What follows belongs to an exercise in optimizing a design on an open flow for small area, a short achievable clock period and few clock cycles; a production flow would make more cautious choices. The RTL was checked by simulation tests, not by an equivalence proof against the original design. Power is estimated from default activity; no workload was simulated.

==> run D <==
Design Conv, start of the top module:
module Conv(
  clk,
  rst_n,
  image_valid,
  filter_valid,
  in_data,
  out_valid,
  out_data
);
Settings: LEC_CHECK=0, CAP_MARGIN=20, CORE_MARGIN=2, CORE_UTILIZATION=70, CTS_BUF_LIST=sky130_fd_sc_hd__clkbuf_8, CTS_CLUSTER_DIAMETER=100, CTS_CLUSTER_SIZE=40, SETUP_SLACK_MARGIN=3.5, SLEW_MARGIN=20; clock period 6.0 ns.
run.sh (not shown) runs the stock make flow with config.mk's settings and CLKGATE_MAP_FILE= SYNTH_SCRIPT=/design/flow/synth_recipe.tcl, a recipe that flattens the netlist after the stock synthesis.
==> inputs of run B, as changes to run D <==
--- a/flow/design.v
+++ b/flow/design.v
@@ -325,13 +325,13 @@
     for (int k = 1; k < 16; k++) q[k] <= q[k-1];
     U1_s <= u1_a;
     U1_c <= u1_b;
     U2_s <= u2_a;
     U2_c <= u2_b;
+    S_s <= s_a;
+    S_c <= s_b;
   end
-  S_s <= s_a;
-  S_c <= s_b;
   Z <= m3(f[8], in_data);
   C <= csum;
   codd  <= ~cc[0];
   first <= ~rodd & cc[0];
   last  <= rodd & ~cc[0];
==> flow/config.mk (replaced) <==
export PLATFORM = sky130hd
export DESIGN_NAME = Conv
export DESIGN_NICKNAME = Conv
export VERILOG_FILES = /design/flow/design.v
export SDC_FILE = /design/flow/constraint.sdc
export NUM_CORES = 4
export LEC_CHECK = 0
export ABC_AREA = 1
export CAP_MARGIN = 20
export CORE_MARGIN = 2
export CORE_UTILIZATION = 75
export CTS_BUF_LIST = sky130_fd_sc_hd__clkbuf_4 sky130_fd_sc_hd__clkbuf_8
export CTS_CLUSTER_DIAMETER = 50
export CTS_CLUSTER_SIZE = 20
export SETUP_SLACK_MARGIN = 3.5
export SLEW_MARGIN = 20
==> comparison table <==
metric                                                                  run B                    run D
Outcome                                               complete, no violations  complete, no violations
Met1 track demand over resource in global routing                      37.14%                   30.11%
Final cell count without fillers                                         1013                      859
Power attributed to sequential cells                                  1.86 mW                  1.82 mW
Internal power                                                       2.673 mW                 2.830 mW
Number of clock buffers in the layout                                      21                       17
Multi-input combinational cell area                              0.003385 mm2             0.003430 mm2
Fraction of standard cell area in multi-input logic                    35.53%                   37.20%
Synthesis-to-finish area growth                                        8.509%                   10.10%
Amount of wire on met3 after detailed routing                         1168 um                   587 um
Pin count of the biggest net entering global routing                       52                       58
Maximum clock frequency                                            0.4183 GHz               0.4146 GHz
Worst IR drop on VDD                                                 418.8 uV                 305.3 uV
Testbench counts of run D, summed over its fixed seeds: cycles 9,600.
Testbench counts of run B, summed over its fixed seeds: cycles 9,600.

---

==> inputs of job 1960 <==
RTL: one of the versions met above, not the one the previous note started from.
==> flow/design.v (excerpt) <==
module Conv(
  clk,
  rst_n,
  image_valid,
  filter_valid,
  in_data,
  out_valid,
  out_data
);
input clk,rst_n,image_valid,filter_valid;
input [2:0] in_data;
output [8:0] out_data;
output logic out_valid;
function automatic [5:0] m3(input [2:0] a, input [2:0] b);
  case ({a, b})
    6'd0: m3 = 6'd0;
    6'd1: m3 = 6'd0;
    6'd2: m3 = 6'd0;
    6'd3: m3 = 6'd0;
    6'd4: m3 = 6'd0;
    6'd5: m3 = 6'd0;
    6'd6: m3 = 6'd0;
    6'd7: m3 = 6'd0;
    6'd8: m3 = 6'd0;
    6'd9: m3 = 6'd1;
    6'd10: m3 = 6'd2;
    6'd11: m3 = 6'd3;
    6'd12: m3 = 6'd4;
    6'd13: m3 = 6'd5;
    6'd14: m3 = 6'd6;
    6'd15: m3 = 6'd7;
    6'd16: m3 = 6'd0;
    6'd17: m3 = 6'd2;
    6'd18: m3 = 6'd4;
    6'd19: m3 = 6'd6;
    6'd20: m3 = 6'd8;
    6'd21: m3 = 6'd10;
    6'd22: m3 = 6'd12;
    6'd23: m3 = 6'd14;
    6'd24: m3 = 6'd0;
    6'd25: m3 = 6'd3;
    6'd26: m3 = 6'd6;
    6'd27: m3 = 6'd9;
    6'd28: m3 = 6'd12;
    6'd29: m3 = 6'd15;
    6'd30: m3 = 6'd18;
    6'd31: m3 = 6'd21;
    6'd32: m3 = 6'd0;
    6'd33: m3 = 6'd4;
    6'd34: m3 = 6'd8;
    6'd35: m3 = 6'd12;
    6'd36: m3 = 6'd16;
    6'd37: m3 = 6'd20;
    6'd38: m3 = 6'd24;
    6'd39: m3 = 6'd28;
    6'd40: m3 = 6'd0;
    6'd41: m3 = 6'd5;
    6'd42: m3 = 6'd10;
    6'd43: m3 = 6'd15;
    6'd44: m3 = 6'd20;
    6'd45: m3 = 6'd25;
    6'd46: m3 = 6'd30;
    6'd47: m3 = 6'd35;
    6'd48: m3 = 6'd0;
    6'd49: m3 = 6'd6;
    6'd50: m3 = 6'd12;
    6'd51: m3 = 6'd18;
    6'd52: m3 = 6'd24;
    6'd53: m3 = 6'd30;
    6'd54: m3 = 6'd36;
    6'd55: m3 = 6'd42;
    6'd56: m3 = 6'd0;
    6'd57: m3 = 6'd7;
    6'd58: m3 = 6'd14;
    6'd59: m3 = 6'd21;
    6'd60: m3 = 6'd28;
    6'd61: m3 = 6'd35;
    6'd62: m3 = 6'd42;
    6'd63: m3 = 6'd49;
  endcase
endfunction
  ...
clock: 6.0 ns
lec_check: 0
cap_margin: 20
core_margin: 2
core_utilization: 70
cts_buf_list: sky130_fd_sc_hd__clkbuf_8
cts_cluster_diameter: 100
cts_cluster_size: 40
setup_slack_margin: 3.5
slew_margin: 20
==> job 5336 (differences from job 1960) <==
- CORE_UTILIZATION: 70 -> 80
- CTS_BUF_LIST: sky130_fd_sc_hd__clkbuf_8 -> sky130_fd_sc_hd__clkbuf_4 sky130_fd_sc_hd__clkbuf_8
- CTS_CLUSTER_DIAMETER: 100 -> 50
- CTS_CLUSTER_SIZE: 40 -> 20
- SETUP_SLACK_MARGIN: 3.5 -> 3.7
==> job 1413 (differences from job 1960) <==
--- a/flow/design.v
+++ b/flow/design.v
@@ -325,13 +325,13 @@
     for (int k = 1; k < 16; k++) q[k] <= q[k-1];
     U1_s <= u1_a;
     U1_c <= u1_b;
     U2_s <= u2_a;
     U2_c <= u2_b;
-    S_s <= s_a;
-    S_c <= s_b;
   end
+  S_s <= s_a;
+  S_c <= s_b;
   Z <= m3(f[8], in_data);
   C <= csum;
   codd  <= ~cc[0];
   first <= ~rodd & cc[0];
   last  <= rodd & ~cc[0];
- CORE_UTILIZATION: 70 -> 75
- CTS_BUF_LIST: sky130_fd_sc_hd__clkbuf_8 -> sky130_fd_sc_hd__clkbuf_4 sky130_fd_sc_hd__clkbuf_8
- CTS_CLUSTER_DIAMETER: 100 -> 50
- CTS_CLUSTER_SIZE: 40 -> 20
==> run notes <==
----------------------------------------------------
[Outcome]
  Run status ... no timing/DRC/antenna violations

[STA]
  RSZ-0062 raised after global routing ... true
  Final Skew ... 10.4 ps

[Setup path]
  Worst Path Class, Setup ... in2reg
  Critical register-to-register path startpoint ... f[4][0]

[Power and ir drop]
  Logic power comb ... 0.00136 W
  Net Sw Frac ... 31.7%

[Drt]
  Via count ... just over 5000
  Vias/cell ... 5.84
  Final routed wire length divided by cell count ... 17.7 microns

[Yosys]
  Top cells by count, synth ... sky130_fd_sc_hd__edfxtp_1 (131), sky130_fd_sc_hd__xnor2_1 (101), sky130_fd_sc_hd__nand2_1 (95)

[Final layout]
  Commonest cells after routing, fill and taps aside ... sky130_fd_sc_hd__edfxtp_1 (131), sky130_fd_sc_hd__xnor2_1 (97), sky130_fd_sc_hd__nand2_1 (95), sky130_fd_sc_hd__ha_1 (40), sky130_fd_sc_hd__dfxtp_1 (35)
  Fill cell count ... 541

[Floorplan]
  Effective utilization at floorplan ... 76.9%

[Global route]
  Via count of the first global-routing pass ... 5068
  Wire length of the first global-routing pass ... around 24000 microns

----------------------------------------------------
-- figures above: job 1413

==> run notes <==
----------------------------------------------------
[Outcome]
  Run status ... no timing/DRC/antenna violations

[Setup path]
  Critical register-to-register path startpoint ... q[8][0]

[Final layout]
  Commonest cells after routing, fill and taps aside ... sky130_fd_sc_hd__edfxtp_1 (148), sky130_fd_sc_hd__xnor2_1 (100), sky130_fd_sc_hd__nand2_1 (89), sky130_fd_sc_hd__ha_1 (40), sky130_fd_sc_hd__xor2_1 (31)
  Fill cell count ... about 720

[STA]
  RSZ-0062 raised after global routing ... false

[Drt]
  Vias/cell ... 5.79

[Power and ir drop]
  Logic power comb ... between 0.001 and 0.0015 W

[Global route]
  Via count of the first global-routing pass ... between 4000 and 5000

[Floorplan]
  Effective utilization at floorplan ... 71.4%

----------------------------------------------------
-- figures above: job 1960

==> run notes <==
----------------------------------------------------
[Drt]
  Vias/cell ... 7.72
  Via count ... 6900
  Final routed wire length divided by cell count ... 34.6 microns

[Yosys]
  Top cells by count, synth ... sky130_fd_sc_hd__edfxtp_1 (148), sky130_fd_sc_hd__xnor2_1 (101), sky130_fd_sc_hd__nand2_1 (90)
  Dominant cells by area after synthesis ... sky130_fd_sc_hd__edfxtp_1 (52%), sky130_fd_sc_hd__xnor2_1 (10%), sky130_fd_sc_hd__ha_1 (5.8%)

[Setup path]
  Worst Path Class, Setup ... reg2reg
  Critical register-to-register path startpoint ... q[1][0]

[STA]
  Final Skew ... ~24 ps
  RSZ-0062 raised after global routing ... true
  Setup violators final ... 0

[Power and ir drop]
  Logic power comb ... 0.00213 W

[Final layout]
  Commonest cells after routing, fill and taps aside ... sky130_fd_sc_hd__edfxtp_1 (148), sky130_fd_sc_hd__xnor2_1 (89), sky130_fd_sc_hd__nand2_1 (82), sky130_fd_sc_hd__buf_4 (41), sky130_fd_sc_hd__ha_1 (34)
  Fill cell count ... 152

[Outcome]
  Run status ... no timing/DRC/antenna violations

[Floorplan]
  Effective utilization at floorplan ... 82.7%

[Global route]
  Via count of the first global-routing pass ... 6232

----------------------------------------------------
-- figures above: job 5336

Testbench counts of job 1960, summed over its fixed seeds: cycles 9,600.
Testbench counts of job 5336, summed over its fixed seeds: cycles 9,600.
Testbench counts of job 1413, summed over its fixed seeds: cycles 9,600.

## port drivers added, routing unchanged
How much do the figures lean on ideal ports? The routed layouts below were timed once more, with nothing changed but the port constraints. Step 1, drivers: a clkbuf_16 drives clk and a buf_2 each remaining input, both assumed. Step 2 also shifts input and output timing later by t, the mid clock arrival at the registers, as if the neighbouring blocks saw the same clock. a / b / c = ideal / step 1 / step 2; a / b = the first two.
run	t (ns)	slack for setup (ns)	worst hold slack (ns)	worst setup path at the end	worst slew at a driven data input, ns
run D	0.486	3.588 / 3.567 / 3.137	0.355 / 0.355 / 0.355	input to register	0.03
run B	0.493	3.609 / 3.576 / 3.134	0.367 / 0.367 / 0.367	input to register	0.03
job 1960	0.512	3.586 / 3.558 / 3.183	0.368 / 0.368 / 0.368	input to register	0.03
job 5336	0.548	3.286 / 3.286 / 2.784	0.376 / 0.376 / 0.376	input to register	0.18
job 1413	0.499	3.517 / 3.533 / 3.034	0.388 / 0.388 / 0.388	input to register	0.03
After both steps setup and hold are still met in every run listed. For job 5336, which loses most, drivers alone change the setup slack by 0.000 ns; drivers and shift together by -0.502 ns.
